Source: an optimization exercise on an open RTL-to-GDS flow (aim: small area). Production flows keep margins and buffers that such runs may drop. The RTL was checked by simulation tests, not by an equivalence proof against the original design. No activity file was given, so power comes from the tool's default toggle rates.

==> design/flow/design.v <==
`timescale 1ns / 1ps
module cpu(
    input clk,
    input reset,
    input  [46:0] instr,    
    output [9:0]  pc,
    output        dwe,      
    output [4:0]  dwaddr,
    output [31:0] dwdata
);
localparam LOAD = 4'd1, INCR = 4'd2, DECR = 4'd3, CHCKPOL = 4'd4, FINDSTRT = 4'd5,
           JMPF = 4'd6, JMP = 4'd7, CMPR = 4'd8, WRTRES = 4'd9;
wire [4:0] op_in = instr[46:42];
wire       op_ok = ~op_in[4] & ~(op_in[3] & (op_in[2] | op_in[1]));
reg  [3:0]  op1, op2;
reg  [36:0] p1, p2;
always @(posedge clk) begin
    op1 <= (op_ok & ~reset) ? op_in[3:0] : 4'd0;
    op2 <= reset ? 4'd0 : op1;
    p1  <= {instr[36:5], instr[43] ? instr[41:37] : instr[4:0]};
    p2  <= p1;
end
reg  [31:0] mem [0:31];
reg  [31:0] big;             
reg        we3, take3;
reg [4:0]  waddr3;
reg [31:0] data3;
wire [31:0] wd     = data3 & {32{~reset}};
wire        wd_big = (|data3[31:5]) & ~reset;
genvar w;
generate
    for (w = 0; w < 32; w = w + 1) begin : g_mem
        wire en = reset | (we3 & (waddr3 == w));
        always @(posedge clk)
            if (en) begin
                mem[w] <= wd;
                big[w] <= wd_big;
            end
    end
endgenerate
genvar b;
wire [4:0] ra1 = p2[36:32];
wire [4:0] ra2 = p2[26:22];
wire [4:0] ra3 = p2[16:12];
wire [31:0] s1, s2, s3;
genvar w2;
generate
    for (w2 = 0; w2 < 32; w2 = w2 + 1) begin : g_sel
        assign s1[w2] = (ra1 == w2);
        assign s2[w2] = (ra2 == w2);
        assign s3[w2] = (ra3 == w2);
    end
endgenerate
wire [31:0] col [0:32];
generate
    for (b = 0; b < 32; b = b + 1) begin : g_col
        for (w2 = 0; w2 < 32; w2 = w2 + 1) begin : g_w
            assign col[b][w2] = mem[w2][b];
        end
    end
    for (w2 = 0; w2 < 32; w2 = w2 + 1) begin : g_wbig
        assign col[32][w2] = big[w2];
    end
endgenerate
wire [31:0] A, B;
wire [4:0]  C;
wire        bigC;
generate
    for (b = 0; b < 32; b = b + 1) begin : g_rd
        rd_or32 u_a (.s(s1), .d(col[b]), .y(A[b]));
        rd_or32 u_b (.s(s2), .d(col[b]), .y(B[b]));
        if (b < 5) begin : g_c
            rd_or32 u_c (.s(s3), .d(col[b]), .y(C[b]));
        end
    end
endgenerate
rd_or32 u_bigc (.s(s3), .d(col[32]), .y(bigC));
wire bigB   = |B[31:5];
wire sel_ab, sel_ac;
bitsel32 u_selab (.a(A), .i(B[4:0]), .y(sel_ab));
bitsel32 u_selac (.a(A), .i(C),      .y(sel_ac));
wire bit_ab = ~bigB & sel_ab;
wire bit_ac = ~bigC & sel_ac;
wire is_inc  = (op2 == INCR);
wire is_dec  = (op2 == DECR);
wire is_wr   = (op2 == WRTRES);
wire [31:0] incdec;
incdec32 u_incdec (.a(A), .dec(is_dec), .y(incdec));
reg flag_f, flag_is_pol;
always @(posedge clk) begin
    if (reset) begin
        flag_f      <= 1'b0;
        flag_is_pol <= 1'b1;
    end else begin
        if (op2 == FINDSTRT) flag_f <= bit_ab;
        if (op2 == CMPR)     flag_f <= (A <= B);
        if (op2 == CHCKPOL && bit_ab != bit_ac) flag_is_pol <= 1'b0;
    end
end
always @(posedge clk) begin
    we3    <= ~reset & (op2 == LOAD || is_inc || is_dec || is_wr);
    take3  <= ~reset & (op2 == JMP || (op2 == JMPF && flag_f));
    waddr3 <= p2[36:32];
    data3  <= (is_inc | is_dec) ? incdec :
              is_wr             ? {31'd0, flag_is_pol} :
                                  p2[31:0];
end
reg [9:0] pc_r;
always @(posedge clk)
    if (reset)
        pc_r <= 10'd0;
    else if (take3)
        pc_r <= {data3[4:0], waddr3};
    else
        pc_r <= pc_r + 10'd1;
assign pc     = pc_r;
assign dwe    = we3;
assign dwaddr = waddr3;
assign dwdata = data3;
endmodule
module rd_or32(input [31:0] s, input [31:0] d, output y);
wire [10:0] g;
genvar i;
generate
    for (i = 0; i < 10; i = i + 1) begin : g_aoi
        rd_aoi222 u (.a0(s[3*i]), .b0(d[3*i]), .a1(s[3*i+1]), .b1(d[3*i+1]),
                     .a2(s[3*i+2]), .b2(d[3*i+2]), .y(g[i]));
    end
endgenerate
rd_aoi22 u_last (.a0(s[30]), .b0(d[30]), .a1(s[31]), .b1(d[31]), .y(g[10]));
wire h0, h1, h2;
rd_nand4 u_n0 (.a(g[0]), .b(g[1]), .c(g[2]), .d(g[3]), .y(h0));
rd_nand4 u_n1 (.a(g[4]), .b(g[5]), .c(g[6]), .d(g[7]), .y(h1));
rd_nand3 u_n2 (.a(g[8]), .b(g[9]), .c(g[10]), .y(h2));
assign y = h0 | h1 | h2;
endmodule
module rd_aoi222(input a0, b0, a1, b1, a2, b2, output y);
assign y = ~((a0 & b0) | (a1 & b1) | (a2 & b2));
endmodule
module rd_aoi22(input a0, b0, a1, b1, output y);
assign y = ~((a0 & b0) | (a1 & b1));
endmodule
module rd_nand4(input a, b, c, d, output y);
assign y = ~(a & b & c & d);
endmodule
module rd_nand3(input a, b, c, output y);
assign y = ~(a & b & c);
endmodule
module incdec32(input [31:0] a, input dec, output [31:0] y);
wire [31:0] x, nx;       
wire [32:0] k;           
wire [3:0]  all;         
wire [3:0]  cin;
genvar i;
generate
    for (i = 0; i < 32; i = i + 1) begin : g_x
        if (i % 2 == 0) begin : g_e
            g_xor2 u_x (.a(a[i]), .b(dec), .y(x[i]));
        end else begin : g_o
            g_xnor2 u_x (.a(a[i]), .b(dec), .y(nx[i]));
            assign x[i] = ~nx[i];
        end
    end
    for (i = 0; i < 4; i = i + 1) begin : g_blk
        wire n0, n1;
        g_nand4 u_n0 (.a(x[8*i]), .b(x[8*i+1]), .c(x[8*i+2]), .d(x[8*i+3]), .y(n0));
        g_nand4 u_n1 (.a(x[8*i+4]), .b(x[8*i+5]), .c(x[8*i+6]), .d(x[8*i+7]), .y(n1));
        g_nor2 u_all (.a(n0), .b(n1), .y(all[i]));
    end
endgenerate
assign cin[0] = 1'b1;
assign cin[1] = all[0];
assign cin[2] = all[0] & all[1];
assign cin[3] = all[0] & all[1] & all[2];
generate
    for (i = 0; i < 32; i = i + 1) begin : g_c
        if (i % 8 == 0) begin : g_start
            assign k[i] = cin[i/8];
        end
        if (i == 0) begin : g_0
            g_xnor2 u_c (.a(a[0]), .b(dec), .y(k[1]));
            assign y[0] = ~a[0];
        end else if (i % 2 == 0) begin : g_e
            g_nand2 u_c (.a(k[i]), .b(x[i]), .y(k[i+1]));
            g_xor2 u_y (.a(a[i]), .b(k[i]), .y(y[i]));
        end else begin : g_o
            if (i % 8 != 7) begin : g_n
                g_nor2 u_c (.a(k[i]), .b(nx[i]), .y(k[i+1]));
            end
            g_xnor2 u_y (.a(a[i]), .b(k[i]), .y(y[i]));
        end
    end
endgenerate
endmodule
module bitsel32(input [31:0] a, input [4:0] i, output y);
wire [7:0] l1;
wire [1:0] l2;
genvar j;
generate
    for (j = 0; j < 8; j = j + 1) begin : g_l1
        g_mux4 u (.d(a[4*j+3:4*j]), .s(i[1:0]), .y(l1[j]));
    end
    for (j = 0; j < 2; j = j + 1) begin : g_l2
        g_mux4 u (.d(l1[4*j+3:4*j]), .s(i[3:2]), .y(l2[j]));
    end
endgenerate
assign y = i[4] ? l2[1] : l2[0];
endmodule
module g_mux4(input [3:0] d, input [1:0] s, output y);
assign y = d[s];
endmodule
module g_xor2(input a, b, output y);
assign y = a ^ b;
endmodule
module g_xnor2(input a, b, output y);
assign y = ~(a ^ b);
endmodule
module g_nand2(input a, b, output y);
assign y = ~(a & b);
endmodule
module g_nor2(input a, b, output y);
assign y = ~(a | b);
endmodule
module g_nand4(input a, b, c, d, output y);
assign y = ~(a & b & c & d);
endmodule
==> design/flow/flow/run.sh <==
#!/bin/bash
# Standard ORFS layout (the standard.sh), with these changes:
#  - CTS with larger sink clusters, clkbuf_16 only, and no dummy loads
#  - port buffers of the smallest buffer cell
set -euo pipefail
CTS_ARGS="-sink_clustering_enable -repair_clock_nets -dont_use_dummy_load -sink_clustering_size 24 -sink_clustering_max_diameter 80 -buf_list sky130_fd_sc_hd__clkbuf_16"
bash standard.sh "CTS_ARGS=$CTS_ARGS" \
  "BUFFER_PORTS_ARGS=-buffer_cell sky130_fd_sc_hd__buf_1" \
  finish > make_finish.log 2>&1
==> design/flow/standard.sh <==
#!/bin/bash
# synth_recipe.tcl (not shown) runs the flow's synth.tcl, then flattens the netlist and writes it again
# the make line also repeats each setting of config.mk as NAME=value (left out here)
make -C /OpenROAD-flow-scripts/flow DESIGN_CONFIG=/design/flow/config.mk WORK_HOME=/design/flow/orfs CLKGATE_MAP_FILE= SYNTH_SCRIPT=/design/flow/synth_recipe.tcl "${@:-finish}"
==> design/flow/config.mk <==
export PLATFORM = sky130hd
export DESIGN_NAME = cpu
export DESIGN_NICKNAME = cpu
export VERILOG_FILES = /design/flow/design.v
export SDC_FILE = /design/flow/constraint.sdc
export NUM_CORES = 4
export LEC_CHECK = 0
export CAP_MARGIN = 20
export CORE_MARGIN = 2
export CORE_UTILIZATION = 60
export SLEW_MARGIN = 20
export SYNTH_HIERARCHICAL = 1
==> design/flow/constraint.sdc <==
create_clock -name core_clock -period 8.0 [get_ports {clk}]
set_input_delay 1.6000 -clock core_clock [delete_from_list [all_inputs] [get_ports {clk}]]
set_output_delay 1.6000 -clock core_clock [all_outputs]
set_load 0.01 [all_outputs]
==> results.ini, run 1 <==
[drt]
highest_layer = met4
drt_pass1_iterations = 15
met2_length_mm = 74.6
dr_total_vias = 35500
ant_nets = 0
drc = 0
wl_met1_mm = 55.5
wirelength_mm = 172
drtIter0Drc = 9787
wl_met3_mm = 27.3
detail_route.wl_per_cell_um = 41.4
via_per_inst = 8.53

[final_layout]
fin_cells = 4159
drive_above_1_share_pct = 13.3
syn_to_final_growth_pct = 9.59
final_core_util_pct = 66.7
design_area_sq_um = 52900
nets = 3186

[sta]
maxSlewHeadroom_pct = 25.8
layout_min_cycle_time_ns = 5.41
hold_viol = 0
tightest_slew_ns = 1.09
setup_viol = 0
drv_slew = 0
rsz0062_at_grt = false
timing.fmax_mhz = 185
fin_ws_ns = 2.59
fin_crit_sh_pct = 67.6
fin_skew_ns = 0.0847
fin_tns_setup_ns = 0
whs_ns = 0.333

[floorplanning]
die_w_um = 288
start_util_pct = 60.8
core_area_sq_um = 79300
die_area_sq_um = 82700
die_y_um = 288
ios = 97
fp-row-count = 103

[power_and_ir_drop]
combPwrFrac_pct = 10.3
p_switching_mw = 2.90
clkPwrFrac_pct = 26.4
power_mw = 11.7
seq_power_share_pct = 63.3
peakVddDrop_mv = 0.179
leakage_nw = 17.7
power.share.switching_pct = 24.7
internal_power_mw = 8.84
power.density_nw_per_um2 = 222

[setup_path]
path_max_fanout = 32
start_kind = register
timing.rr.end = data3[31]
cpPeakStageDelay_ns = 0.67
crit_required_ns = 8.56
crit_type = reg2reg
cp.arrival_ns = 5.96
r2r_slack_ns = 2.59
r2r-start = p2[32]
slowest_stage = nand2b_1
path_cells = nand2b_1 > nor2_2 > buf_4 > a222oi_1 > nand4_1 > or3_1 > xnor2_1 > inv_1 > nand4_1 > nor2_1 > and3_1 > nand2_1 > nor2_1 > nand2_1 > nor2_1 > nand2_1 > nor2_1 > nand2_1 > xnor2_1 > a22o_1
cp-end-kind = register
r2r_cells = 20

[place]
pre_cts_ws_ns = 2.81
hpwl_mm = 102
post-place-cells = 4092
place.port_buffers = 96
placed_cell_area_sq_um = 51200
place.gp.congestion = 1.03

[synth]
synth_nets = 2955
ys_ff_latch = 1189
synth_compound_area_share_pct = 18.1
synthSimpleGateAreaFrac_pct = 6.65
synth_top_family_by_area = compound AO/OA/AOI/OAI gates
synth_mux_area_share_pct = 1.20
synthesis.area_sq_um = 48200
synth_fa_ha_area_share_pct = 0.856
synthTopCellsByArea = edfxtp_1 (66%), a222oi_1 (15%), dfxtp_1 (5.5%)
synth_top_area_share_pct = 65.8
ys_seq_area_share_pct = 71.3
synth_area_leader_cell = edfxtp_1
synth_commonest_cells = edfxtp_1 (1056), a222oi_1 (700), nand4_1 (153)
syn_avg_cell_area_sq_um = 16.8
synthFlopType = edfxtp_1
yosysWarnings = 9
synthArstFlopShare_pct = 0
synth_cells = 2873
synth_xor_area_share_pct = 1.29
yosysMostFrequentCell = edfxtp_1
synth.distinct_cells = 58
synth_edf_count = 1056

[worst_hold_path]
holdPathEnd = p2[31]
min_from = p1[31]
min_path_cells = 0
hp-class = reg2reg

[global_routing]
grt.overflow.total = 0
antenna_found_initial = 5
grt_usage_pct = 41.2
grt_pass1_vias = 34100
grt_pass1_wl_mm = 242
grt_max_degree = 59

[clock_network]
cts_buffers = 58
clock_latency_ns = 0.69
clockBufferDepth = 3
path_clk_slew_ns = 0.09
cts_sinks = 1189
postCtsHoldBufs = 0
cts_tree = yes
htree_levels = 2
postCtsSetupRepairBufs = 0
cts_root_buf = clkbuf_16
cts-resized-gates = 0

[outcome]
outcome = no timing/DRC/antenna violations

[flow_run]
maxCapViolCount = 0

[state kept, by name (all words and copies together), names as in the netlist, 4 cells and up]
signal  count
waddr3      5
pc_r       10
op2         4
data3      32
mem      1024
p1         37
op1         4
p2         37
big        32
[how the worst max path moves through the flow]
stage	startpoint	endpoint	cells after the start
floorplan	p2[25]	flag_is_pol	15
global placement	p2[36]	data3[31]	19
detailed placement	p2[32]	data3[31]	19
CTS	p2[23]	flag_is_pol	15
global route	p2[32]	data3[31]	19
finish	p2[32]	data3[31]	20
[worst max-delay path: cells and delay by family (launching register included)]
family,cells,cell delay [ns]
AO/OA/AOI/OAI,2,0.61
XOR/XNOR,2,0.30
buffers and inverters,2,0.44
flip-flops,1,0.38
AND/OR/NAND/NOR,14,3.57
[per-module statistics from Yosys (local to each module, per instance), excerpt]
module / flip-flops and latches / cells inside / times used
g_mux4: 0 / 1 / 20
bitsel32: 0 / 1 / 2
g_xnor2: 0 / 1 / 32
g_xor2: 0 / 1 / 31
g_nand4: 0 / 1 / 6
rd_nand3: 0 / 1 / 70
g_nand2: 0 / 1 / 15
g_nor2: 0 / 1 / 15
[layout by cell type, fill, tap and decap left out, types with 7 or more instances in the layout]
cell	instances
a21o_2	11
a21oi_1	17
a222oi_1	700
a22o_1	31
a22oi_2	70
buf_1	95
buf_4	109
clkbuf_16	58
dfxtp_1	133
diode_2	7
edfxtp_1	1056
ha_1	33
inv_1	48
mux4_2	20
nand2_1	31
nand2b_1	11
nand3_1	80
nand3b_1	10
nand4_1	153
nor2_1	71
nor2_2	30
nor2_4	36
nor2b_1	7
nor2b_2	11
nor2b_4	20
nor3_1	7
nor4_1	13
o21bai_4	16
or3_1	73
xnor2_1	36
xor2_1	35
[area by class of cell]
class / count / area (sq um)
flip-flops and latches: 1189 / 34400
well taps: 1050 / 1310
repair buffers: 208 / 1230
multi-input cells: 1599 / 14300
fillers: 5417 / 26400
diodes: 7 / 17.5
inverters: 48 / 180
clock buffers: 58 / 1450
[cells by family after synthesis]
| logic type | count (synthesis) |
|---|---|
| flops | 1189 |
| compound gates | 878 |
| simple gates | 586 |
| buf+inv | 85 |
| xor+xnor | 71 |
| fa+ha+maj | 33 |
| mux | 31 |
[power by group through the flow]
stage / sequential (mW) / clock, mW / combinational (mW)
after global placement: 7.53 / 0 / 1.13
after CTS: 7.42 / 3.10 / 1.15
after global routing: 7.46 / 3.31 / 1.25
after floorplan: 7.47 / 0 / 0.652
final: 7.43 / 3.10 / 1.21
after detailed placement: 7.56 / 0 / 1.15
[metal layers]
metal / GRT usage (%) / up-vias
li1: - / 13900
met1: 55.1 / 17100
met2: 61.9 / 3770
met3: 8.93 / 725
met4: 26.5 / 0
met5: 0 / -
==> run 2: changes to the inputs <==
==> design/flow/run.sh (new file) <==
#!/bin/bash
# synth_recipe.tcl (not shown) runs the flow's synth.tcl, then flattens the netlist and writes it again
# the make line also repeats each setting of config.mk as NAME=value (left out here)
make -C /OpenROAD-flow-scripts/flow DESIGN_CONFIG=/design/flow/config.mk WORK_HOME=/design/flow/orfs CLKGATE_MAP_FILE= SYNTH_SCRIPT=/design/flow/synth_recipe.tcl finish
--- a/design/flow/config.mk
+++ b/design/flow/config.mk
@@ -8,5 +8,8 @@
 export CAP_MARGIN = 20
 export CORE_MARGIN = 2
 export CORE_UTILIZATION = 60
+export CTS_BUF_LIST = sky130_fd_sc_hd__clkbuf_16
+export CTS_CLUSTER_DIAMETER = 80
+export CTS_CLUSTER_SIZE = 24
 export SLEW_MARGIN = 20
 export SYNTH_HIERARCHICAL = 1
removed: design/flow/flow/run.sh
removed: design/flow/standard.sh
==> results.ini, run 2 <==
[final_layout]
top_register = mem
final_cell_mix = edfxtp_1 (1056), a222oi_1 (700), nand4_1 (153), dfxtp_1 (133), buf_4 (118)
drive_above_1_share_pct = 13.7
top_regs = mem: 1024 flops, p1: 37 flops, p2: 37 flops
nets = 3192
syn_to_final_growth_pct = 11.4
layout_commonest_cell = edfxtp_1
largest_register_ffs = 1024
fin_cells = 4210
nFillCells = 5354

[global_routing]
grt_max_degree = 64
grt.overflow.total = 0
grt_pass1_vias = 34100
grt_usage_pct = 41.4
antenna_found_initial = 6
grt_pass1_wl_mm = 243

[setup_path]
crit_required_ns = 8.56
cp.arrival_ns = 6.11
path_max_fanout = 18
start_kind = register
crit_type = reg2reg
cp-end-kind = register
r2r_cells = 15

[synth]
ys_ff_latch = 1189
syn_avg_cell_area_sq_um = 16.8
ys_seq_area_share_pct = 71.3
synthFlopType = edfxtp_1
synth_commonest_cells = edfxtp_1 (1056), a222oi_1 (700), nand4_1 (153)
yosysWarnings = 9
synth_cells = 2873
synth_top_area_share_pct = 65.8
synth.distinct_cells = 58
synth_nets = 2955
synthesis.area_sq_um = 48200
synth_area_leader_cell = edfxtp_1
synthTopCellsByArea = edfxtp_1 (66%), a222oi_1 (15%), dfxtp_1 (5.5%)
synth_edf_count = 1056
synthArstFlopShare_pct = 0
yosysMostFrequentCell = edfxtp_1

[drt]
highest_layer = met5
drt_pass1_iterations = 15
wl_met3_mm = 27.2
ant_nets = 0
wl_met1_mm = 56.6
detail_route.wl_per_cell_um = 41.3
wirelength_mm = 174
drtIter0Drc = 9046
via_per_inst = 8.48
drc = 0
met2_length_mm = 74.8
dr_total_vias = 35700

[sta]
whs_ns = 0.327
hold_viol = 0
drv_slew = 0
rsz0062_at_grt = false
layout_min_cycle_time_ns = 5.55
fin_skew_ns = 0.0396
fin_tns_setup_ns = 0
setup_viol = 0
maxSlewHeadroom_pct = 18.7
tightest_slew_ns = 1.22
timing.fmax_mhz = 180
fin_crit_sh_pct = 69.4
fin_ws_ns = 2.45

[clock_network]
cts_buffers = 58
clockBufferDepth = 3
cts_root_buf = clkbuf_16
cts_sinks = 1189
cts_tree = yes
postCtsHoldBufs = 0
cts-resized-gates = 0
path_clk_slew_ns = 0.10
htree_levels = 2
postCtsSetupRepairBufs = 0
clock_latency_ns = 0.70

[floorplanning]
fp-row-count = 103
start_util_pct = 60.8
ios = 97
die_w_um = 288
die_y_um = 288
die_area_sq_um = 82700
core_area_sq_um = 79300

[place]
pre_cts_ws_ns = 2.63
place.gp.congestion = 0.952
place.port_buffers = 96
post-place-cells = 4099
hpwl_mm = 104

[power_and_ir_drop]
seq_power_share_pct = 61.7
p_switching_mw = 3.03
power.density_nw_per_um2 = 224
peakVddDrop_mv = 0.233
leakage_nw = 18.3
internal_power_mw = 9.01
combPwrFrac_pct = 10.3
power.share.switching_pct = 25.2
clkPwrFrac_pct = 28.0

[worst_hold_path]
min_path_cells = 0
hp-class = reg2reg

[flow_run]
maxCapViolCount = 0

[outcome]
outcome = no timing/DRC/antenna violations

==> run 2: path summary, 6_finish.rpt <==
| path | startpoint | endpoint | slack (ns) |
|---|---|---|---|
| min | p1[27] | p2[27] | 0.33 |
| max reg2reg | p2[26] | flag_is_pol | 2.45 |
| max | p2[26] | flag_is_pol | 2.45 |
| min reg2reg | p1[27] | p2[27] | 0.33 |
==> run 2: kinds of logic (layout without fill, tap and decap cells) <==
group / count (synthesis) / count (layout) / share of synthesized area (%)
mux: 31 / 31 / 1.20
buf+inv: 85 / 370 / 0.664
fa+ha+maj: 33 / 33 / 0.856
other cells: 0 / 2 / 0
simple gates: 586 / 586 / 6.65
flops: 1189 / 1189 / 71.3
xor+xnor: 71 / 71 / 1.29
compound gates: 878 / 878 / 18.1
==> run 2: metrics by stage <==
stage | util (%) | area (sq um) | power, mW
after CTS | 67.7 | 53600 | 12.0
final | 67.8 | 53700 | 12.0
after global routing | 67.8 | 53700 | 12.3
after global placement | 65.4 | 51800 | 8.70
after detailed placement | 65.4 | 51800 | 8.74
after floorplan | - | 48200 | 8.12
==> run 2: worst max-delay path: stages, from the launching register on <==
cell      delay (ns)
dfxtp_1         0.74
nand3b_1        0.31
nor2_2          0.84
buf_4           0.42
a222oi_1        0.17
nand3_1         0.12
or3_1           0.57
mux4_2          0.60
mux4_2          0.54
mux2_4          0.28
nor4b_1         0.14
nand4_1         0.12
nor2_1          0.07
xnor2_1         0.18
nand4b_1        0.11
a21o_1          0.18
==> run 2: modules after synthesis, one instance, submodules excluded, a selection <==
module / cell area, sq um / cells
g_nor2: 3.75 / 1
rd_nand3: 5.00 / 1
g_nand4: 6.26 / 1
rd_or32: 6.26 / 1
g_xnor2: 8.76 / 1
rd_aoi22: 12.5 / 1
==> run 2: power groups by stage <==
stage | clock (mW) | sequential, mW | combinational (mW)
3_3_place_gp | 0 | 7.52 | 1.17
3_5_place_dp | 0 | 7.55 | 1.19
5_1_grt | 3.60 | 7.46 | 1.28
2_1_floorplan | 0 | 7.47 | 0.652
6_report | 3.38 | 7.43 | 1.24
4_1_cts | 3.38 | 7.41 | 1.19
==> run 2: layout make-up <==
type                       instances  area, sq um  area share [%]
clock buffer                      59         1480            2.75
timing repair buffer             214         1860            3.46
multi-input combinational       1599        14200            26.4
antenna                            2         5.00         0.00931
clock inverter                    49          322           0.598
inverter                          48          180           0.335
tap                             1050         1310            2.44
sequential                      1189        34400            64.0
==> run 2: metal layers <==
metal / vias to the layer above / GRT usage, %
met5: - / 0
met4: 6 / 28.2
met3: 740 / 10.7
met2: 3691 / 60.3
met1: 17300 / 55.0
li1: 13900 / -
==> run 3: changes to the inputs <==
--- a/design/flow/design.v
+++ b/design/flow/design.v
@@ -25,12 +25,15 @@
 reg        we3, take3;
 reg [4:0]  waddr3;
 reg [31:0] data3;
-wire [31:0] wd     = data3 & {32{~reset}};
-wire        wd_big = (|data3[31:5]) & ~reset;
+reg         rst_d;
+always @(posedge clk)
+    rst_d <= reset;
+wire [31:0] wd     = data3;
+wire        wd_big = |data3[31:5];
 genvar w;
 generate
     for (w = 0; w < 32; w = w + 1) begin : g_mem
-        wire en = reset | (we3 & (waddr3 == w));
+        wire en = rst_d | (we3 & (waddr3 == w));
         always @(posedge clk)
             if (en) begin
                 mem[w] <= wd;
@@ -97,13 +100,16 @@
         if (op2 == CHCKPOL && bit_ab != bit_ac) flag_is_pol <= 1'b0;
     end
 end
+wire d3_id   = (is_inc | is_dec) & ~reset;
+wire d3_zero = is_wr | reset;
+wire d3_pol  = is_wr & flag_is_pol & ~reset;
 always @(posedge clk) begin
     we3    <= ~reset & (op2 == LOAD || is_inc || is_dec || is_wr);
     take3  <= ~reset & (op2 == JMP || (op2 == JMPF && flag_f));
     waddr3 <= p2[36:32];
-    data3  <= (is_inc | is_dec) ? incdec :
-              is_wr             ? {31'd0, flag_is_pol} :
-                                  p2[31:0];
+    data3  <= d3_id   ? incdec :
+              d3_zero ? {31'd0, d3_pol} :
+                        p2[31:0];
 end
 reg [9:0] pc_r;
 always @(posedge clk)
@@ -119,7 +125,7 @@
 assign dwdata = data3;
 endmodule
 module rd_or32(input [31:0] s, input [31:0] d, output y);
-wire [10:0] g;
+wire [9:0] g;
 genvar i;
 generate
     for (i = 0; i < 10; i = i + 1) begin : g_aoi
@@ -127,24 +133,27 @@
                      .a2(s[3*i+2]), .b2(d[3*i+2]), .y(g[i]));
     end
 endgenerate
-rd_aoi22 u_last (.a0(s[30]), .b0(d[30]), .a1(s[31]), .b1(d[31]), .y(g[10]));
-wire h0, h1, h2;
+wire h0, h1, h2, h;
 rd_nand4 u_n0 (.a(g[0]), .b(g[1]), .c(g[2]), .d(g[3]), .y(h0));
 rd_nand4 u_n1 (.a(g[4]), .b(g[5]), .c(g[6]), .d(g[7]), .y(h1));
-rd_nand3 u_n2 (.a(g[8]), .b(g[9]), .c(g[10]), .y(h2));
-assign y = h0 | h1 | h2;
+rd_nand2 u_n2 (.a(g[8]), .b(g[9]), .y(h2));
+rd_or3 u_or (.a(h0), .b(h1), .c(h2), .y(h));
+rd_ao221 u_last (.a0(s[30]), .b0(d[30]), .a1(s[31]), .b1(d[31]), .c(h), .y(y));
 endmodule
 module rd_aoi222(input a0, b0, a1, b1, a2, b2, output y);
 assign y = ~((a0 & b0) | (a1 & b1) | (a2 & b2));
 endmodule
-module rd_aoi22(input a0, b0, a1, b1, output y);
-assign y = ~((a0 & b0) | (a1 & b1));
+module rd_ao221(input a0, b0, a1, b1, c, output y);
+assign y = (a0 & b0) | (a1 & b1) | c;
+endmodule
+module rd_or3(input a, b, c, output y);
+assign y = a | b | c;
+endmodule
+module rd_nand2(input a, b, output y);
+assign y = ~(a & b);
 endmodule
 module rd_nand4(input a, b, c, d, output y);
 assign y = ~(a & b & c & d);
-endmodule
-module rd_nand3(input a, b, c, output y);
-assign y = ~(a & b & c);
 endmodule
 module incdec32(input [31:0] a, input dec, output [31:0] y);
 wire [31:0] x, nx;       
==> design/flow/flow/run.sh (new file) <==
#!/bin/bash
# Standard ORFS layout (the standard.sh), with these changes:
#  - CTS with larger sink clusters, clkbuf_16 only, and no dummy loads
#  - port buffers of the smallest buffer cell
set -euo pipefail
CTS_ARGS="-sink_clustering_enable -repair_clock_nets -dont_use_dummy_load -sink_clustering_size 24 -sink_clustering_max_diameter 80 -buf_list sky130_fd_sc_hd__clkbuf_16"
bash standard.sh "CTS_ARGS=$CTS_ARGS" \
  "BUFFER_PORTS_ARGS=-buffer_cell sky130_fd_sc_hd__buf_1" \
  finish > make_finish.log 2>&1
==> design/flow/standard.sh (new file) <==
#!/bin/bash
# synth_recipe.tcl (not shown) runs the flow's synth.tcl, then flattens the netlist and writes it again
# the make line also repeats each setting of config.mk as NAME=value (left out here)
make -C /OpenROAD-flow-scripts/flow DESIGN_CONFIG=/design/flow/config.mk WORK_HOME=/design/flow/orfs CLKGATE_MAP_FILE= SYNTH_SCRIPT=/design/flow/synth_recipe.tcl "${@:-finish}"
==> design/flow/config.mk (replaced) <==
export PLATFORM = sky130hd
export DESIGN_NAME = cpu
export DESIGN_NICKNAME = cpu
export VERILOG_FILES = /design/flow/design.v
export SDC_FILE = /design/flow/constraint.sdc
export NUM_CORES = 4
export LEC_CHECK = 0
export CAP_MARGIN = 5
export CORE_MARGIN = 2
export CORE_UTILIZATION = 60
export SLEW_MARGIN = 5
export SYNTH_HIERARCHICAL = 1
removed: design/flow/run.sh
==> results.ini, run 3 <==
[synth]
synth.distinct_cells = 56
synth_fa_ha_area_share_pct = 0.864
synthesis.area_sq_um = 47800
yosysMostFrequentCell = edfxtp_1
synthArstFlopShare_pct = 0
synth_compound_area_share_pct = 17.8
synth_edf_count = 1056
synth_mux_area_share_pct = 1.19
synth_commonest_cells = edfxtp_1 (1056), a222oi_1 (700), nand4_1 (158)
synth_top_area_share_pct = 66.4
synthFlopType = edfxtp_1
ys_seq_area_share_pct = 72.0
synthSimpleGateAreaFrac_pct = 6.23
synth_area_leader_cell = edfxtp_1
synth_xor_area_share_pct = 1.28
synthTopCellsByArea = edfxtp_1 (66%), a222oi_1 (15%), dfxtp_1 (5.6%)
synth_cells = 2843
ys_ff_latch = 1190
yosysWarnings = 9
synth_nets = 2925
syn_avg_cell_area_sq_um = 16.8
synth_top_family_by_area = compound AO/OA/AOI/OAI gates

[global_routing]
antenna_found_initial = 3
grt_usage_pct = 40.6
grt_max_degree = 35
grt_pass1_vias = 33600
grt_pass1_wl_mm = 239
grt.overflow.total = 0

[floorplanning]
die_w_um = 286
ios = 97
die_y_um = 286
die_area_sq_um = 81900
start_util_pct = 60.6
core_area_sq_um = 78900
fp-row-count = 103

[drt]
dr_total_vias = 35100
via_per_inst = 8.49
drt_pass1_iterations = 17
detail_route.wl_per_cell_um = 40.8
wirelength_mm = 169
ant_nets = 0
drtIter0Drc = 10500
drc = 0

[final_layout]
layout_commonest_cell = edfxtp_1
top_regs = mem: 1024 flops, p1: 37 flops, p2: 37 flops
nets = 3168
final_cell_mix = edfxtp_1 (1056), a222oi_1 (700), nand4_1 (158), dfxtp_1 (134), buf_4 (120)
nFillCells = 5463
seq_area_sq_um = 34400
drive_above_1_share_pct = 10.3
multi_input_area_sq_um = 13500
largest_register_ffs = 1024
top_register = mem
syn_to_final_growth_pct = 9.09

[place]
place.gp.congestion = 1.02
place.port_buffers = 96
hpwl_mm = 102

[clock_network]
clockBufferDepth = 3
postCtsHoldBufs = 0
cts_tree = yes
cts-resized-gates = 0
cts_root_buf = clkbuf_16
cts_buffers = 57
postCtsSetupRepairBufs = 0
path_clk_slew_ns = 0.09
htree_levels = 2
cts_sinks = 1190
clock_latency_ns = 0.70

[sta]
drv_slew = 0
maxSlewHeadroom_pct = 11.0
hold_viol = 0
fin_crit_sh_pct = 71.5
tightest_slew_ns = 1.34
setup_viol = 0
rsz0062_at_grt = false
layout_min_cycle_time_ns = 5.72
timing.fmax_mhz = 175
fin_skew_ns = 0.0572
fin_tns_setup_ns = 0

[power_and_ir_drop]
peakVddDrop_mv = 0.201
leakage_nw = 17.6
power_mw = 11.8
power.density_nw_per_um2 = 227

[setup_path]
cp-end-kind = register
start_kind = register
crit_type = reg2reg
path_max_fanout = 32
crit_required_ns = 8.57
cp.arrival_ns = 6.29

[outcome]
outcome = no timing/DRC/antenna violations

[worst_hold_path]
hp-class = reg2reg

[flow_run]
maxCapViolCount = 0

==> run 3: power by group <==
group          total (mW)  internal (mW)  switching, mW  leakage (nW)
clock                3.11           1.27           1.84         0.702
combinational        1.26          0.403          0.860          5.13
sequential           7.46           7.21          0.253          11.8
==> run 3: cells by family after synthesis <==
family | after synthesis
buf+inv | 81
flops | 1190
fa+ha+maj | 33
mux | 30
xor+xnor | 70
compound gates | 876
simple gates | 563
==> run 3: final timing paths <==
check	from	to	slack (ns)	cells past startpoint
max	p2[35]	data3[31]	2.28	21
min	p1[11]	p2[11]	0.33	0
max reg2reg	p2[35]	data3[31]	2.28	21
min reg2reg	p1[11]	p2[11]	0.33	0
==> run 3: per-module statistics from Yosys, one instance, submodules excluded, a selection <==
module | cell area (sq um) | flops+latches | times used
g_nor2 | 3.75 | 0 | 15
rd_nand4 | 6.26 | 0 | 140
rd_ao221 | 10.0 | 0 | 70
rd_aoi222 | 10.0 | 0 | 700
cpu | 37300 | 1190 | 1
g_mux4 | 22.5 | 0 | 20
g_xor2 | 8.76 | 0 | 31
==> run 3: layer usage <==
layer	up-vias	GRT usage, %	part of all wire (%)
met3	702	8.92	15
met5	-	0	0
met2	3627	59.3	43
li1	13800	-	-
met4	0	27.4	8.5
met1	17000	55.2	34
==> run 3: per-stage QoR <==
step                instances  util, %  cell area, sq um  hold WS [ns]  setup slack (ns)
floorplan                2843        -             47800         0.310              2.46
detailed placement       4077     64.3             50700         0.314              2.53
global placement         4077     64.3             50700         0.311              2.66
global route             4135     66.1             52100         0.338              2.21
finish                   4138     66.1             52100         0.333              2.28
CTS                      4134     66.1             52100         0.332              2.52
==> run 3: final cells by class <==
type	count	share of cell area, %
diodes	4	0.0192
repair buffers	216	2.42
flip-flops and latches	1190	66.0
well taps	1050	2.52
multi-input cells	1572	26.0
clock buffers	57	2.74
inverters	49	0.353
==> run 3: critical path: stages (launching register included) <==
cell and delay, ns:
dfxtp_1 0.40, nand2b_1 0.67, nor2_2 0.08, buf_4 0.34, a222oi_1 0.44, nand4_1 0.35
or3_1 0.51, a221o_1 0.39, xnor2_1 0.17, inv_1 0.08, nand4_1 0.09, nor2_1 0.42
and3_1 0.28, nand2_1 0.10, nor2_1 0.23, nand2_1 0.15, nor2_1 0.18, nand2_1 0.11
nor2_1 0.18, nand2_1 0.10, xnor2_1 0.13, a22o_1 0.20
==> run 4: changes to the inputs <==
==> design/flow/config.mk (replaced) <==
export PLATFORM = sky130hd
export DESIGN_NAME = cpu
export DESIGN_NICKNAME = cpu
export VERILOG_FILES = /design/flow/design.v
export SDC_FILE = /design/flow/constraint.sdc
export NUM_CORES = 4
export LEC_CHECK = 0
export CAP_MARGIN = 20
export CORE_MARGIN = 2
export CORE_UTILIZATION = 60
export SLEW_MARGIN = 20
export SYNTH_HIERARCHICAL = 1
==> results.ini, run 4 <==
[synth]
yosysMostFrequentCell = edfxtp_1
synth_cells = 2843
synthesis.area_sq_um = 47800
synthFlopType = edfxtp_1
ys_ff_latch = 1190
syn_avg_cell_area_sq_um = 16.8
synth_edf_count = 1056
synth_area_leader_cell = edfxtp_1
synth.distinct_cells = 56
synth_top_area_share_pct = 66.4
synthArstFlopShare_pct = 0
synth_commonest_cells = edfxtp_1 (1056), a222oi_1 (700), nand4_1 (158)
yosysWarnings = 9
synthTopCellsByArea = edfxtp_1 (66%), a222oi_1 (15%), dfxtp_1 (5.6%)
ys_seq_area_share_pct = 72.0
synth_nets = 2925

[place]
hpwl_mm = 102
place.gp.congestion = 1.02
place.port_buffers = 96
post-place-cells = 4082

[sta]
tightest_slew_ns = 1.20
drv_slew = 0
setup_viol = 0
layout_min_cycle_time_ns = 5.67
timing.fmax_mhz = 176
maxSlewHeadroom_pct = 19.5
fin_tns_setup_ns = 0
rsz0062_at_grt = false
fin_crit_sh_pct = 70.8
fin_skew_ns = 0.0784
hold_viol = 0

[clock_network]
clock_latency_ns = 0.71
cts_tree = yes
clockBufferDepth = 3
postCtsSetupRepairBufs = 0
cts_buffers = 57
htree_levels = 2
path_clk_slew_ns = 0.09
postCtsHoldBufs = 0
cts-resized-gates = 0
cts_root_buf = clkbuf_16
cts_sinks = 1190

[floorplanning]
core_area_sq_um = 78900
start_util_pct = 60.6
ios = 97
die_w_um = 286
fp-row-count = 103
die_area_sq_um = 81900
die_y_um = 286

[power_and_ir_drop]
power.density_nw_per_um2 = 227
peakVddDrop_mv = 0.175
leakage_nw = 17.7

[global_routing]
antenna_found_initial = 3
grt_pass1_wl_mm = 239
grt_pass1_vias = 33700
grt.overflow.total = 0
grt_usage_pct = 40.6
grt_max_degree = 35

[setup_path]
crit_type = reg2reg
crit_required_ns = 8.56
cp.arrival_ns = 6.23
cpPeakStageDelay_ns = 0.67
slowest_stage = nand2b_1
path_max_fanout = 32
path_cells = nand2b_1 > nor2_2 > buf_4 > a222oi_1 > nand4_1 > or3_1 > a221o_1 > xnor2_1 > inv_1 > nand4_1 > nor2_1 > and3_1 > nand2_1 > nor2_1 > nand2_1 > nor2_1 > nand2_1 > nor2_1 > nand2_1 > xnor2_1 > a22o_1
cp-end-kind = register
cp_top_family = simple AND/OR/NAND/NOR gates
start_kind = register
worst-path-buf-inv = 2

[final_layout]
largest_register_ffs = 1024
drive_above_1_share_pct = 10.5
top_register = mem
syn_to_final_growth_pct = 9.41
top_regs = mem: 1024 flops, p1: 37 flops, p2: 37 flops
layout_commonest_cell = edfxtp_1
nets = 3173
fin_cells = 4143
final_cell_mix = edfxtp_1 (1056), a222oi_1 (700), nand4_1 (158), dfxtp_1 (133), buf_4 (120)

[drt]
ant_nets = 0
dr_total_vias = 35200
drc = 0
drt_pass1_iterations = 17
wirelength_mm = 169
via_per_inst = 8.49
detail_route.wl_per_cell_um = 40.8
drtIter0Drc = 10500

[worst_hold_path]
hp-class = reg2reg

[outcome]
outcome = no timing/DRC/antenna violations

[flow_run]
maxCapViolCount = 0

==> run 4: cell counts after synthesis <==
No cell type changed its count.
==> run 4: layout make-up <==
| cell class | count | area (sq um) |
|---|---|---|
| sequential | 1190 | 34400 |
| fill | 5467 | 26600 |
| multi-input combinational | 1572 | 13600 |
| clock buffer | 57 | 1430 |
| timing repair buffer | 221 | 1380 |
| tap | 1050 | 1310 |
| inverter | 49 | 184 |
| antenna | 4 | 10.0 |
==> run 4: power breakdown <==
part | switching (mW) | internal [mW]
Clock | 1.84 | 1.27
Sequential | 0.254 | 7.21
Combinational | 0.864 | 0.411
==> run 4: through the flow <==
step | setup slack [ns] | utilization [%] | cell area [sq um] | hold WS [ns] | power [mW]
after detailed placement | 2.52 | 64.4 | 50800 | 0.313 | 8.81
final | 2.33 | 66.3 | 52300 | 0.328 | 11.8
after floorplan | 2.46 | - | 47800 | 0.310 | 8.21
after global routing | 2.02 | 66.3 | 52300 | 0.338 | 12.1
after CTS | 2.49 | 66.2 | 52200 | 0.333 | 11.8
after global placement | 2.66 | 64.3 | 50700 | 0.311 | 8.76
==> run 4: logic make-up (layout without fill, tap and decap cells) <==
kind of cell             count (synthesis)  count (layout)  share of synthesized area [%]
flip-flops                            1190            1190                           72.0
AO/OA/AOI/OAI                          876             876                           17.8
AND/OR/NAND/NOR                        563             563                           6.23
buffers and inverters                   81             327                          0.636
XOR/XNOR                                70              70                           1.28
adder cells (fa/ha/maj)                 33              33                          0.864
multiplexers                            30              30                           1.19
other                                    0               4                              0
==> run 4: worst register-to-register path: cells and delay by family, from the launching register on <==
family / cells / cell delay, ns
buffers and inverters: 2 / 0.42
XOR/XNOR: 2 / 0.30
AO/OA/AOI/OAI: 3 / 0.99
flip-flops: 1 / 0.40
AND/OR/NAND/NOR: 14 / 3.48
==> run 4: layer usage <==
layer | wire [um] | GRT usage [%] | up-vias
met2 | 72400 | 59.4 | 3670
li1 | - | - | 13800
met3 | 26100 | 8.44 | 677
met1 | 56100 | 55.5 | 17000
met5 | 8 | 0 | -
met4 | 14400 | 27.5 | 2
==> run 4: Yosys stat by module, one instance, submodules excluded, excerpt <==
module    flip-flops and latches  cells
g_nor2                         0      1
g_nand2                        0      1
rd_nand2                       0      1
rd_nand4                       0      1
g_mux4                         0      1
rd_ao221                       0      1
g_xnor2                        0      1
cpu                         1190   1657
rd_or3                         0      1
incdec32                       0     15
==> run 4: final timing paths <==
| check | to | startpoint | slack [ns] | depth (start not counted) |
|---|---|---|---|---|
| worst min-delay path | p2[11] | p1[11] | 0.33 | 0 |
| worst min register to register | p2[11] | p1[11] | 0.33 | 0 |
| worst max register to register | data3[31] | p2[35] | 2.33 | 21 |
| worst max-delay path | data3[31] | p2[35] | 2.33 | 21 |
==> run 5: changes to the inputs <==
==> design/flow/config.mk (replaced) <==
export PLATFORM = sky130hd
export DESIGN_NAME = cpu
export DESIGN_NICKNAME = cpu
export VERILOG_FILES = /design/flow/design.v
export SDC_FILE = /design/flow/constraint.sdc
export NUM_CORES = 4
export LEC_CHECK = 0
export CAP_MARGIN = 5
export CORE_MARGIN = 2
export CORE_UTILIZATION = 70
export SLEW_MARGIN = 5
export SYNTH_HIERARCHICAL = 1
==> results.ini, run 5 <==
[setup_path]
cp-end-kind = register
crit_type = reg2reg
cp.arrival_ns = 6.61
crit_required_ns = 8.56
cp_top_family = simple AND/OR/NAND/NOR gates
path_cells = or3_1 > nor2_2 > buf_4 > a222oi_1 > nand4_1 > or3_1 > a221o_1 > xnor2_1 > inv_1 > nand4_1 > nor2_1 > nand2_1 > nor2_1 > nand2_1 > nor2_1 > nand2_1 > nor2_1 > nand2_1 > xnor2_1 > a22o_1
cpPeakStageDelay_ns = 0.54
slowest_stage = a222oi_1
worst-path-buf-inv = 2
path_max_fanout = 32
start_kind = register

[synth]
synth_commonest_cells = edfxtp_1 (1056), a222oi_1 (700), nand4_1 (158)
synth_area_leader_cell = edfxtp_1
yosysWarnings = 9
ys_ff_latch = 1190
synthFlopType = edfxtp_1
synth_cells = 2843
synth_mux_area_share_pct = 1.19
synth_top_family_by_area = compound AO/OA/AOI/OAI gates
synth.distinct_cells = 56
synth_compound_area_share_pct = 17.8
synth_top_area_share_pct = 66.4
synthesis.area_sq_um = 47800
yosysMostFrequentCell = edfxtp_1
syn_avg_cell_area_sq_um = 16.8
synth_fa_ha_area_share_pct = 0.864
ys_seq_area_share_pct = 72.0
synth_xor_area_share_pct = 1.28
synthSimpleGateAreaFrac_pct = 6.23
synth_edf_count = 1056
synthArstFlopShare_pct = 0
synthTopCellsByArea = edfxtp_1 (66%), a222oi_1 (15%), dfxtp_1 (5.6%)
synth_nets = 2925

[drt]
ant_nets = 0
drtIter0Drc = 11200
detail_route.wl_per_cell_um = 42.3
drt_pass1_iterations = 15
drc = 0
via_per_inst = 9.18
dr_total_vias = 36400
wirelength_mm = 168

[place]
place.port_buffers = 96
place.gp.congestion = 1.05
hpwl_mm = 99.3
post-place-cells = 3904

[clock_network]
htree_levels = 2
cts_buffers = 56
cts_root_buf = clkbuf_16
postCtsHoldBufs = 0
cts_tree = yes
cts-resized-gates = 0
clockBufferDepth = 3
postCtsSetupRepairBufs = 0
cts_sinks = 1190
path_clk_slew_ns = 0.10
clock_latency_ns = 0.71

[power_and_ir_drop]
power.density_nw_per_um2 = 228
peakVddDrop_mv = 0.241
leakage_nw = 17.6

[final_layout]
final_cell_mix = edfxtp_1 (1056), a222oi_1 (700), nand4_1 (158), dfxtp_1 (134), buf_4 (124)
top_register = mem
seq_area_sq_um = 34400
syn_to_final_growth_pct = 8.51
drive_above_1_share_pct = 10.3
nFillCells = 3813
top_regs = mem: 1024 flops, p1: 37 flops, p2: 37 flops
nets = 3171
layout_commonest_cell = edfxtp_1
fin_cells = 3968
multi_input_area_sq_um = 13500
largest_register_ffs = 1024

[global_routing]
antenna_found_initial = 12
grt_pass1_vias = 34600
grt_pass1_wl_mm = 237
grt.overflow.total = 0
grt_usage_pct = 47.0
grt_max_degree = 35

[outcome]
outcome = no timing/DRC/antenna violations

[sta]
rsz0062_at_grt = false
fin_crit_sh_pct = 75.7
hold_viol = 0
timing.fmax_mhz = 165
fin_skew_ns = 0.0652
tightest_slew_ns = 1.35
fin_tns_setup_ns = 0
drv_slew = 0
maxSlewHeadroom_pct = 9.97
setup_viol = 0
layout_min_cycle_time_ns = 6.05

[floorplanning]
die_area_sq_um = 70400
die_w_um = 265
fp-row-count = 95
ios = 97
start_util_pct = 70.9
core_area_sq_um = 67400
die_y_um = 265

[flow_run]
maxCapViolCount = 0

[worst_hold_path]
hp-class = reg2reg

## run 5: layout make-up
type / instances / area share (%)
sequential: 1190 / 66.3
multi-input combinational: 1572 / 26.0
clock buffer: 56 / 2.70
antenna: 8 / 0.0386
inverter: 49 / 0.355
tap: 873 / 2.11
timing repair buffer: 220 / 2.49
## run 5: kinds of logic (layout without fill, tap and decap cells)
logic type,count (synthesis),count (layout)
flip-flops,1190,1190
AO/OA/AOI/OAI,876,876
AND/OR/NAND/NOR,563,563
buffers and inverters,81,325
XOR/XNOR,70,70
adder cells (fa/ha/maj),33,33
multiplexers,30,30
other,0,8
## run 5: worst reg2reg max path, cell delays in order (launching register included)
cell and delay (ns):
dfxtp_1 0.48, or3_1 0.40, nor2_2 0.09, buf_4 0.35
a222oi_1 0.54, nand4_1 0.52, or3_1 0.54, a221o_1 0.38
xnor2_1 0.18, inv_1 0.09, nand4_1 0.10, nor2_1 0.46
nand2_1 0.18, nor2_1 0.18, nand2_1 0.11, nor2_1 0.23
nand2_1 0.14, nor2_1 0.18, nand2_1 0.09, xnor2_1 0.36
a22o_1 0.34
## run 5: worst paths after layout
check | start | to | slack (ns) | depth (start not counted)
worst min-delay path | p1[16] | p2[16] | 0.33 | 0
worst min register to register | p1[16] | p2[16] | 0.33 | 0
worst max-delay path | p2[33] | data3[15] | 1.95 | 20
worst max register to register | p2[33] | data3[15] | 1.95 | 20
## run 5: report_power, final
group          internal [mW]  leakage, nW  switching (mW)
Clock                   1.25        0.690            1.81
Sequential              7.21         11.8           0.260
Combinational          0.404         5.15           0.874
## run 5: per-layer routing
metal / wire [um] / vias to the layer above / track usage [%]
met1: 50000 / 17100 / 61.3
met2: 70800 / 4594 / 68.4
met4: 16600 / 6 / 33.8
li1: - / 13800 / -
met3: 30300 / 955 / 13.5
met5: 38 / - / 0.485
## run 5: per-stage QoR
stage / hold WS (ns) / setup slack [ns] / power [mW] / utilization, % / cell area, sq um
detailed placement: 0.312 / 2.61 / 8.79 / 74.8 / 50400
floorplan: 0.310 / 2.46 / 8.21 / - / 47800
finish: 0.325 / 1.95 / 11.8 / 76.9 / 51800
CTS: 0.329 / 2.57 / 11.7 / 76.9 / 51800
global route: 0.326 / 1.91 / 12.0 / 76.9 / 51800
global placement: 0.311 / 2.67 / 8.73 / 74.8 / 50400
## run 5: modules after synthesis, one instance, submodules excluded, excerpt
module,cells inside,times used,flops+latches
g_nand2,1,15,0
g_nor2,1,15,0
g_xnor2,1,32,0
incdec32,15,1,0
rd_ao221,1,70,0
rd_nand4,1,140,0
==> run 6: changes to the inputs <==
==> design/flow/flow/run.sh (replaced) <==
#!/bin/bash
# Standard ORFS layout (the standard.sh), with these changes:
#  - CTS with larger sink clusters, clkbuf_16 only, and no dummy loads
#  - port buffers of the smallest buffer cell
set -euo pipefail
CTS_ARGS="-sink_clustering_enable -repair_clock_nets -dont_use_dummy_load -sink_clustering_size 30 -sink_clustering_max_diameter 80 -buf_list sky130_fd_sc_hd__clkbuf_16"
bash standard.sh "CTS_ARGS=$CTS_ARGS" \
  "BUFFER_PORTS_ARGS=-buffer_cell sky130_fd_sc_hd__buf_1" \
  finish > make_finish.log 2>&1
--- a/design/flow/config.mk
+++ b/design/flow/config.mk
@@ -7,6 +7,6 @@
 export LEC_CHECK = 0
 export CAP_MARGIN = 5
 export CORE_MARGIN = 2
-export CORE_UTILIZATION = 70
+export CORE_UTILIZATION = 60
 export SLEW_MARGIN = 5
 export SYNTH_HIERARCHICAL = 1
==> results.ini, run 6 <==
[global_routing]
grt_max_degree = 35
grt.overflow.total = 0
antenna_found_initial = 1
grt_pass1_wl_mm = 238
grt_usage_pct = 40.5
grt_pass1_vias = 33500

[power_and_ir_drop]
power_mw = 11.6
leakage_nw = 17.5
seq_power_share_pct = 64.2
internal_power_mw = 8.74
combPwrFrac_pct = 10.9
p_switching_mw = 2.90
peakVddDrop_mv = 0.197
power.density_nw_per_um2 = 224
power.share.switching_pct = 24.9
clkPwrFrac_pct = 25.0

[sta]
tightest_slew_ns = 1.32
fin_tns_setup_ns = 0
layout_min_cycle_time_ns = 5.67
setup_viol = 0
fin_skew_ns = 0.0871
rsz0062_at_grt = false
timing.fmax_mhz = 177
maxSlewHeadroom_pct = 11.8
drv_slew = 0
hold_viol = 0
fin_crit_sh_pct = 70.8

[drt]
wirelength_mm = 168
drt_pass1_iterations = 22
drtIter0Drc = 9895
drc = 0
via_per_inst = 8.49
ant_nets = 0
dr_total_vias = 35100
detail_route.wl_per_cell_um = 40.8

[final_layout]
drive_above_1_share_pct = 10.1
largest_register_ffs = 1024
nets = 3161
fin_cells = 4133
top_register = mem
top_regs = mem: 1024 flops, p1: 37 flops, p2: 37 flops
nFillCells = 5475
seq_area_sq_um = 34400
final_cell_mix = edfxtp_1 (1056), a222oi_1 (700), nand4_1 (158), dfxtp_1 (134), buf_4 (120)
multi_input_area_sq_um = 13500
layout_commonest_cell = edfxtp_1
syn_to_final_growth_pct = 8.73

[synth]
synthesis.area_sq_um = 47800
synth_compound_area_share_pct = 17.8
synth_xor_area_share_pct = 1.28
ys_ff_latch = 1190
synthFlopType = edfxtp_1
synth.distinct_cells = 56
synthArstFlopShare_pct = 0
syn_avg_cell_area_sq_um = 16.8
synth_top_family_by_area = compound AO/OA/AOI/OAI gates
yosysMostFrequentCell = edfxtp_1
synth_commonest_cells = edfxtp_1 (1056), a222oi_1 (700), nand4_1 (158)
synth_cells = 2843
synth_mux_area_share_pct = 1.19
synthSimpleGateAreaFrac_pct = 6.23
ys_seq_area_share_pct = 72.0
synth_area_leader_cell = edfxtp_1
synthTopCellsByArea = edfxtp_1 (66%), a222oi_1 (15%), dfxtp_1 (5.6%)
yosysWarnings = 9
synth_edf_count = 1056
synth_top_area_share_pct = 66.4
synth_fa_ha_area_share_pct = 0.864
synth_nets = 2925

[place]
hpwl_mm = 102
place.port_buffers = 96
place.gp.congestion = 1.02
post-place-cells = 4077

[setup_path]
start_kind = register
critPathCapture = data3[31]
r2r_slack_ns = 2.33
timing.rr.end = data3[31]
crit_type = reg2reg
path_cells = nand2b_1 > nor2_2 > buf_4 > a222oi_1 > nand4_1 > or3_1 > a221o_1 > xnor2_1 > inv_1 > nand4_1 > nor2_1 > and3_1 > nand2_1 > nor2_1 > nand2_1 > nor2_1 > nand2_1 > nor2_1 > nand2_1 > xnor2_1 > a22o_1
cp-end-kind = register
cp.arrival_ns = 6.22
r2r-start = p2[35]
r2r_cells = 21
crit_path_start = p2[35]
cpPeakStageDelay_ns = 0.67
slowest_stage = nand2b_1
path_max_fanout = 32
crit_required_ns = 8.56

[floorplanning]
core_area_sq_um = 78900
fp-row-count = 103
die_y_um = 286
die_w_um = 286
die_area_sq_um = 81900
start_util_pct = 60.6
ios = 97

[clock_network]
postCtsHoldBufs = 0
postCtsSetupRepairBufs = 0
cts_sinks = 1190
cts_buffers = 50
path_clk_slew_ns = 0.11
cts_tree = yes
cts-resized-gates = 0
clock_latency_ns = 0.69
clockBufferDepth = 3
htree_levels = 2
cts_root_buf = clkbuf_16

[worst_hold_path]
hp-class = reg2reg

[outcome]
outcome = no timing/DRC/antenna violations

[flow_run]
maxCapViolCount = 0

[run 6: cell counts after synthesis]
Identical to the previous run, type by type.
[run 6: cell families (layout without fill, tap and decap cells)]
group	after synthesis	count (layout)
compound gates	876	876
xor+xnor	70	70
fa+ha+maj	33	33
buf+inv	81	315
flops	1190	1190
mux	30	30
other cells	0	6
simple gates	563	563
[run 6: area by class of cell]
type / count / area share [%]
clock buffer: 50 / 2.41
multi-input combinational: 1572 / 26.1
antenna: 6 / 0.0289
inverter: 49 / 0.354
sequential: 1190 / 66.2
timing repair buffer: 216 / 2.43
tap: 1050 / 2.53
[run 6: metrics by stage]
| stage | utilization, % | setup WS, ns | area, sq um | hold slack (ns) |
|---|---|---|---|---|
| 2_1_floorplan | - | 2.46 | 47800 | 0.310 |
| 3_3_place_gp | 64.3 | 2.66 | 50700 | 0.311 |
| 3_5_place_dp | 64.3 | 2.53 | 50700 | 0.314 |
| 4_1_cts | 65.9 | 2.53 | 51900 | 0.338 |
| 5_1_grt | 65.9 | 2.16 | 51900 | 0.343 |
| 6_report | 65.9 | 2.33 | 52000 | 0.336 |
[run 6: power by group through the flow]
| stage | Sequential, mW | Combinational (mW) | Clock, mW |
|---|---|---|---|
| floorplan | 7.54 | 0.663 | 0 |
| global placement | 7.56 | 1.19 | 0 |
| detailed placement | 7.59 | 1.21 | 0 |
| CTS | 7.45 | 1.22 | 2.92 |
| global route | 7.50 | 1.31 | 3.10 |
| finish | 7.47 | 1.26 | 2.91 |
[run 6: worst min path at each step]
stage | from | end | cells past startpoint
after CTS | p1[21] | p2[21] | 0
after detailed placement | p1[9] | p2[9] | 0
final | p1[7] | p2[7] | 0
after global routing | p1[20] | p2[20] | 0
after global placement | p1[7] | p2[7] | 0
after floorplan | p1[0] | p2[0] | 0
[run 6: routing by layer]
metal / share of wire (%) / up-vias / global-route usage, %
met2: 43 / 3605 / 59.2
met3: 15 / 731 / 8.66
met1: 33 / 17000 / 54.9
met5: 0 / - / 0
li1: - / 13800 / -
met4: 8.7 / 0 / 28.0
[run 6: worst max-delay path, delay by kind of cell (launching register included)]
kind	cells	cell delay, ns
AOI/OAI and AO/OA	3	1.02
xor gates and xnor gates	2	0.30
and+or+nand+nor	14	3.42
DFF	1	0.41
buffers and inverters	2	0.43
[run 6: Yosys stat by module (local to each module, per instance), a selection]
module     copies in the design  cells inside  flip-flops and latches  area [sq um]
rd_aoi222                   700             1                       0          10.0
g_nand4                       6             1                       0          6.26
incdec32                      1            15                       0          61.3
g_nand2                      15             1                       0          3.75
g_xor2                       31             1                       0          8.76
g_nor2                       15             1                       0          3.75
rd_ao221                     70             1                       0          10.0
rd_nand4                    140             1                       0          6.26
bitsel32                      2             1                       0          15.0
g_mux4                       20             1                       0          22.5
==> run 7: changes to the inputs <==
==> design/flow/config.mk (replaced) <==
export PLATFORM = sky130hd
export DESIGN_NAME = cpu
export DESIGN_NICKNAME = cpu
export VERILOG_FILES = /design/flow/design.v
export SDC_FILE = /design/flow/constraint.sdc
export NUM_CORES = 4
export LEC_CHECK = 0
export CAP_MARGIN = 0
export CORE_MARGIN = 2
export CORE_UTILIZATION = 70
export SLEW_MARGIN = 0
export SYNTH_HIERARCHICAL = 1
==> results.ini, run 7 <==
[final_layout]
syn_to_final_growth_pct = 8.14
final_core_util_pct = 76.7
top_register = mem
nFillCells = 3822
seq_area_sq_um = 34400
layout_commonest_cell = edfxtp_1
drive_above_1_share_pct = 10.1
top_regs = mem: 1024 flops, p1: 37 flops, p2: 37 flops
nets = 3164
largest_register_ffs = 1024
multi_input_area_sq_um = 13500
final_cell_mix = edfxtp_1 (1056), a222oi_1 (700), nand4_1 (158), dfxtp_1 (134), buf_4 (124)

[clock_network]
postCtsSetupRepairBufs = 0
clockBufferDepth = 3
cts_tree = yes
cts_root_buf = clkbuf_16
cts-resized-gates = 0
htree_levels = 2
postCtsHoldBufs = 0
path_clk_slew_ns = 0.11
cts_buffers = 49
cts_sinks = 1190
clock_latency_ns = 0.69

[sta]
layout_min_cycle_time_ns = 5.89
fin_crit_sh_pct = 73.6
hold_viol = 0
maxSlewHeadroom_pct = 11.2
timing.fmax_mhz = 170
fin_tns_setup_ns = 0
fin_skew_ns = 0.0721
setup_viol = 0
drv_slew = 0
tightest_slew_ns = 1.33
fin_ws_ns = 2.11
rsz0062_at_grt = false

[synth]
synthesis.area_sq_um = 47800
synth_edf_count = 1056
synth_area_leader_cell = edfxtp_1
yosysMostFrequentCell = edfxtp_1
synthArstFlopShare_pct = 0
syn_avg_cell_area_sq_um = 16.8
synth_nets = 2925
synth_commonest_cells = edfxtp_1 (1056), a222oi_1 (700), nand4_1 (158)
ys_seq_area_share_pct = 72.0
synth_cells = 2843
ys_ff_latch = 1190
synth_top_area_share_pct = 66.4
synthTopCellsByArea = edfxtp_1 (66%), a222oi_1 (15%), dfxtp_1 (5.6%)
synthFlopType = edfxtp_1
yosysWarnings = 9
synth.distinct_cells = 56

[place]
place.port_buffers = 96
place.gp.congestion = 1.05
pre_cts_ws_ns = 2.61
hpwl_mm = 99.3

[drt]
ant_nets = 0
wirelength_mm = 167
dr_total_vias = 36200
drc = 0
wl_met3_mm = 29.7
highest_layer = met4
drt_pass1_iterations = 14
drtIter0Drc = 11100
via_per_inst = 9.15
met2_length_mm = 70.2
detail_route.wl_per_cell_um = 42.1
wl_met1_mm = 50.0

[setup_path]
crit_type = reg2reg
crit_required_ns = 8.54
slowest_stage = a222oi_1
cpPeakStageDelay_ns = 0.51
cp.arrival_ns = 6.43
path_max_fanout = 32
path_cells = or3_1 > nor2_2 > buf_4 > a222oi_1 > nand4_1 > or3_1 > a221o_1 > xor2_1 > nand4_1 > nor2_1 > nand2_1 > nor2_1 > nand2_1 > nor2_1 > nand2_1 > nor2_1 > nand2_1 > xnor2_1 > a22o_1
cp-end-kind = register
start_kind = register

[global_routing]
grt_pass1_vias = 34700
grt_pass1_wl_mm = 235
grt_usage_pct = 46.6
antenna_found_initial = 7
grt.overflow.total = 0
grt_max_degree = 35

[power_and_ir_drop]
peakVddDrop_mv = 0.260
power.share.switching_pct = 24.9
clkPwrFrac_pct = 24.7
seq_power_share_pct = 64.4
internal_power_mw = 8.72
p_switching_mw = 2.89
power.density_nw_per_um2 = 225
leakage_nw = 17.5
combPwrFrac_pct = 10.9

[floorplanning]
fp-row-count = 95
core_area_sq_um = 67400
die_w_um = 265
die_y_um = 265
start_util_pct = 70.9
die_area_sq_um = 70400
ios = 97

[flow_run]
maxCapViolCount = 0

[outcome]
outcome = no timing/DRC/antenna violations

[worst_hold_path]
hp-class = reg2reg

## run 7: changes by cell type in the layout (fill, tap and decap cells not counted)
cell,previous run,this run
a21o_1,4,7
a21o_2,12,9
buf_4,120,124
clkbuf_16,50,49
nor2_2,48,62
nor2_4,16,2
nor3_2,3,2
nor3_4,0,1
## run 7: critical path: cells and delay by family, from the launching register on
family / cells / cell delay [ns]
AND/OR/NAND/NOR: 13 / 3.11
XOR/XNOR: 2 / 0.58
buffers and inverters: 1 / 0.35
flip-flops: 1 / 0.48
AO/OA/AOI/OAI: 3 / 1.23
## run 7: path summary, 6_finish.rpt
path,to,start,slack [ns],depth (start not counted)
setup / recovery,data3[15],p2[32],2.11,19
hold / removal,p2[10],p1[10],0.33,0
setup reg to reg,data3[15],p2[32],2.11,19
hold reg to reg,p2[10],p1[10],0.33,0
## run 7: final cells by class
type	instances	area share, %
diodes	6	0.0291
clock buffers	49	2.37
inverters	49	0.356
multi-input cells	1572	26.1
flip-flops and latches	1190	66.6
well taps	873	2.11
repair buffers	220	2.50
## run 7: kinds of logic after synthesis
kind of cell | share of synthesized area [%]
adder cells (fa/ha/maj) | 0.864
XOR/XNOR | 1.28
AO/OA/AOI/OAI | 17.8
multiplexers | 1.19
flip-flops | 72.0
buffers and inverters | 0.636
AND/OR/NAND/NOR | 6.23
## run 7: modules after synthesis, one instance, submodules excluded, excerpt
| module | flip-flops and latches | cells inside | area (sq um) | times used |
|---|---|---|---|---|
| g_xor2 | 0 | 1 | 8.76 | 31 |
| g_xnor2 | 0 | 1 | 8.76 | 32 |
| bitsel32 | 0 | 1 | 15.0 | 2 |
| rd_nand2 | 0 | 1 | 3.75 | 70 |
| rd_or3 | 0 | 1 | 6.26 | 70 |
| g_nand4 | 0 | 1 | 6.26 | 6 |
| g_mux4 | 0 | 1 | 22.5 | 20 |
| incdec32 | 0 | 15 | 61.3 | 1 |
| rd_nand4 | 0 | 1 | 6.26 | 140 |
| cpu | 1190 | 1657 | 37300 | 1 |
| rd_aoi222 | 0 | 1 | 10.0 | 700 |
| g_nor2 | 0 | 1 | 3.75 | 15 |
| rd_ao221 | 0 | 1 | 10.0 | 70 |
## run 7: per-stage QoR
stage / instances / cell area, sq um / hold WS, ns / total power [mW]
after floorplan: 2843 / 47800 / 0.310 / 8.21
after global placement: 3904 / 50400 / 0.311 / 8.73
after detailed placement: 3904 / 50400 / 0.312 / 8.79
after CTS: 3953 / 51700 / 0.334 / 11.5
after global routing: 3954 / 51700 / 0.342 / 11.8
final: 3959 / 51700 / 0.331 / 11.6
## run 7: metal layers
metal  vias up  global-route usage (%)
met2      4447                    67.5
met4         0                    35.6
li1      13800                       -
met1     17000                    60.6
met5         -                   0.485
met3       981                    13.0
## run 7: power by group through the flow
stage | logic (mW) | registers (mW) | clock network [mW]
after floorplan | 0.663 | 7.54 | 0
after global placement | 1.18 | 7.55 | 0
after detailed placement | 1.20 | 7.59 | 0
after CTS | 1.21 | 7.45 | 2.83
after global routing | 1.30 | 7.50 | 3.01
final | 1.27 | 7.47 | 2.87

==> afterwards: timing with drivers on the ports <==
In the flow no input, the clock included, has a driving cell. The finished layouts below were timed again as built, in two steps. Step 1, drivers: a clkbuf_16 drives clk and a buf_2 each remaining input, both assumed. Step 2 times the ports against the registers' clock, not the clock port: input delays grow and output delays shrink by t, the midpoint of the rising clock arrivals with the driver on. Three values: no drivers, after step 1, after step 2; two values: the first two.
| run | t, ns | setup slack, ns | worst hold slack (ns) | worst setup path at the end | cell pins on the clock port's net |
|---|---|---|---|---|---|
| run 1 | 0.717 | 2.593 / 2.593 / 2.593 | 0.333 / 0.333 / 0.333 | register to register | 1 |
| run 2 | 0.746 | 2.450 / 2.450 / 2.450 | 0.327 / 0.327 / 0.327 | register to register | 1 |
| run 3 | 0.740 | 2.278 / 2.277 / 2.277 | 0.333 / 0.333 / 0.333 | register to register | 1 |
| run 4 | 0.747 | 2.332 / 2.332 / 2.332 | 0.328 / 0.328 / 0.328 | register to register | 1 |
| run 5 | 0.746 | 1.947 / 1.947 / 1.947 | 0.325 / 0.325 / 0.325 | register to register | 1 |
| run 6 | 0.721 | 2.335 / 2.335 / 2.335 | 0.336 / 0.336 / 0.336 | register to register | 1 |
| run 7 | 0.715 | 2.110 / 2.110 / 2.110 | 0.331 / 0.331 / 0.331 | register to register | 1 |
After both steps every run listed still meets setup and hold. The setup slack of run 3, which loses most, moves by -0.001 ns with the drivers and by -0.001 ns with both steps.
